This design comes from an exercise in tuning for small area and a short achievable clock period on the open sky130 flow, not from production work. Only simulation tests tie the RTL to the original design; equivalence was not proved. The clock input has no modelled driver; a real chip could not lean on it and would need a root buffer or a full tree. Power and IR drop assume default switching activity.

==> inputs of job 3731 <==
## Top_level
module Top_level(
    input clk, rst,
    output [31:0] imem_addr,
    input  [31:0] imem_data,
    output [31:0] dmem_addr,
    output [31:0] dmem_wdata,
    output dmem_we,
    output dmem_re,
    input  [31:0] dmem_rdata,
    output wb_en,
    output [3:0] wb_dest,
    output [31:0] wb_value
);
    reg  [31:0] pc;
    reg  [31:0] d_ins;          
    reg  [3:0]  d_s2;           
    reg  [31:0] e_a;            
    reg  [31:0] e_b;            
    reg         e_inv;          
    reg  [11:0] e_off;          
    reg         e_memc;         
    reg  [3:0]  e_cmd;          
    reg  [3:0]  e_cond;
    reg  [3:0]  e_dest;
    reg         e_wb, e_mr, e_mw, e_br, e_su, e_hz;
    reg  [31:0] m_alu, m_st;
    reg         m_wb, m_mr, m_mw, m_hz;
    reg  [3:0]  m_dest;
    reg         w_en;
    reg  [3:0]  w_dest;
    reg  [31:0] w_val;
    reg  [3:0]  status;         
    wire [31:0] wbv;            
    reg  [14:1] rf_v;           
    wire [3:0] f_s2 = (imem_data[27:26] == 2'b01 && !imem_data[20]) ?
                      imem_data[15:12] : imem_data[3:0];
    wire [3:0] cond = d_ins[31:28];
    wire [1:0] mode = d_ins[27:26];
    wire       ins_i = d_ins[25];
    wire [3:0] opc  = d_ins[24:21];
    wire       ins_s = d_ins[20];
    wire [3:0] rn   = d_ins[19:16];
    wire [3:0] rd   = d_ins[15:12];
    wire is_dp  = (mode == 2'b00);
    wire is_mem = (mode == 2'b01);
    wire is_br  = (mode == 2'b10);
    wire is_str = is_mem & ~ins_s;
    reg       c_wb, c_su, c_inv;
    reg [3:0] c_cmd;
    always @(*) begin
        c_wb  = 1'b0;
        c_su  = 1'b0;
        c_inv = 1'b0;
        c_cmd = 4'b1000;
        if (is_dp) begin
            case (opc)
                4'b1101: begin c_cmd = 4'b0000; c_wb = 1'b1; c_su = ins_s; end               
                4'b1111: begin c_cmd = 4'b0000; c_inv = 1'b1; c_wb = 1'b1; c_su = ins_s; end  
                4'b0100: begin c_cmd = 4'b1000; c_wb = 1'b1; c_su = ins_s; end               
                4'b0101: begin c_cmd = 4'b1001; c_wb = 1'b1; c_su = ins_s; end               
                4'b0010: begin c_cmd = 4'b1010; c_inv = 1'b1; c_wb = 1'b1; c_su = ins_s; end  
                4'b0110: begin c_cmd = 4'b1011; c_inv = 1'b1; c_wb = 1'b1; c_su = ins_s; end  
  ...
clock: 15.0 ns
lec_check: 0
cap_margin: 20
core_margin: 2
core_utilization: 40
place_density: 0.6
setup_slack_margin: 0.5
slew_margin: 20
standard.sh (not shown) runs the stock make flow with config.mk's settings and CLKGATE_MAP_FILE= SYNTH_SCRIPT=/design/flow/synth_recipe.tcl, a recipe that flattens the netlist after the stock synthesis.
==> flow/flow/run.sh <==
#!/bin/bash
# Standard ORFS layout (the standard.sh, standard synthesis unchanged),
# with these changes:
#  * timing repair aims well below the clock period (setup margin 11 ns),
#    free to resize across cell footprints;
#  * port buffers start as buf_2, so they can be resized;
#  * clock tree: larger sink clusters (fewer, fully loaded leaf buffers) and
#    no dummy loads.
# All make output goes to flow_make.log; each ORFS step keeps its own log
# under orfs/logs.
set -euo pipefail
bash standard.sh \
    SETUP_SLACK_MARGIN=11 \
    MATCH_CELL_FOOTPRINT=0 \
    "BUFFER_PORTS_ARGS=-buffer_cell sky130_fd_sc_hd__buf_2" \
    "CTS_ARGS=-sink_clustering_enable -repair_clock_nets -dont_use_dummy_load -sink_clustering_size 22 -sink_clustering_max_diameter 100" \
    finish > flow_make.log 2>&1
==> inputs of job 8449, as changes to job 3731 <==
==> flow/flow/run.sh (replaced) <==
#!/bin/bash
# Standard ORFS layout (the standard.sh, standard synthesis unchanged),
# with these changes:
#  * timing repair aims well below the clock period (setup margin 11.1 ns),
#    free to resize across cell footprints;
#  * 55% core utilisation and 0.75 placement density (shorter wires);
#  * port buffers start as buf_2, so they can be resized;
#  * clock tree: sink clusters of up to 22 flip-flops, no dummy loads, and
#    the H-tree's root buffer removed (flow/cts_hook.tcl), so the clock port
#    drives the tree's first 4 buffers directly.
# All make output goes to flow_make.log; each ORFS step keeps its own log
# under orfs/logs.
set -euo pipefail
bash standard.sh \
    SETUP_SLACK_MARGIN=11.1 \
    MATCH_CELL_FOOTPRINT=0 \
    CORE_UTILIZATION=55 \
    PLACE_DENSITY=0.75 \
    "BUFFER_PORTS_ARGS=-buffer_cell sky130_fd_sc_hd__buf_2" \
    "CTS_ARGS=-sink_clustering_enable -repair_clock_nets -dont_use_dummy_load -sink_clustering_size 22 -sink_clustering_max_diameter 100" \
    "PRE_CTS_TCL=$PWD/flow/cts_hook.tcl" \
    finish > flow_make.log 2>&1
==> flow/flow/cts_hook.tcl (new file) <==
proc drop_clock_root {} {
  set block [ord::get_db_block]
  set root [$block findInst clkbuf_0_clk]
  if {$root eq "NULL"} { puts "drop_clock_root: no root buffer"; return }
  set innet [[$root findITerm A] getNet]
  set outnet [[$root findITerm X] getNet]
  set loads {}
  foreach it [$outnet getITerms] { if {[$it getInst] ne $root} { lappend loads $it } }
  set bufs 1
  foreach it $loads {
    if {![string match "sky130_fd_sc_hd__clkbuf*" [[[$it getInst] getMaster] getName]]} { set bufs 0 }
  }
  if {[llength $loads] > 4 || !$bufs} {
    puts "drop_clock_root: root drives [llength $loads] pins, kept"
    return
  }
  foreach it $loads { $it disconnect; $it connect $innet }
  [$root findITerm A] disconnect
  [$root findITerm X] disconnect
  odb::dbInst_destroy $root
  odb::dbNet_destroy $outnet
  puts "drop_clock_root: clock port now drives [llength $loads] buffers"
}
rename clock_tree_synthesis my_cts_orig
proc clock_tree_synthesis {args} {
  my_cts_orig {*}$args
  drop_clock_root
}
==> impl_summary.log <==
[metrics] Non-CTS buffers: 340
[metrics] met2 track demand over resource: 0.6038
[metrics] combinational group share of total power: 0.516
[metrics] share of power burned in registers: 0.359
[metrics] status: complete, no violations
[metrics] sum of routed wire length over all layers: 149000 um
[metrics] largest incremental delay on the critical path: 0.52 ns
[metrics] Critical Path AT: 1.04 ns
[metrics] upper clock frequency limit: 247.7 MHz
[metrics] share of the clock period used by the worst path after layout: 0.2692
[metrics] final cell utilization of the core: 0.6145
[metrics] worst skew pair latency: 0.43 ns
[metrics] worst reg2reg startpoint: d_ins[27]
That was job 8449.
==> impl_summary.log <==
[metrics] status: complete, no violations
[metrics] sum of routed wire length over all layers: 160700 um
[metrics] worst skew pair latency: 0.62 ns
[metrics] share of power burned in registers: 0.356
[metrics] largest incremental delay on the critical path: 0.50 ns
[metrics] met2 track demand over resource: 0.5091
That was job 3731.

## re-timing with driven ports
How much do the figures lean on ideal ports? The routed layouts below were timed once more, with nothing changed but the port constraints. Step 1, drivers: a clkbuf_16 drives clk and a buf_2 each remaining input, both assumed. Step 2 also shifts input and output timing later by t, the mid clock arrival at the registers, as if the neighbouring blocks saw the same clock. Slacks: no drivers / after step 1 / after step 2; pairs: no drivers / after step 1.
run	t, ns	setup WS [ns]	hold slack, ns	worst setup path at the end
job 3731	0.677	10.737 / 10.666 / 10.592	0.365 / 0.365 / 0.365	input, reset recovery
job 8449	0.527	10.962 / 10.831 / 10.761	0.376 / 0.376 / 0.376	input to register
After both steps every run listed still meets setup and hold. The setup slack of job 8449, which loses most, moves by -0.131 ns with the drivers and by -0.201 ns with both steps. The worst setup slack also covers recovery checks on asynchronous resets.
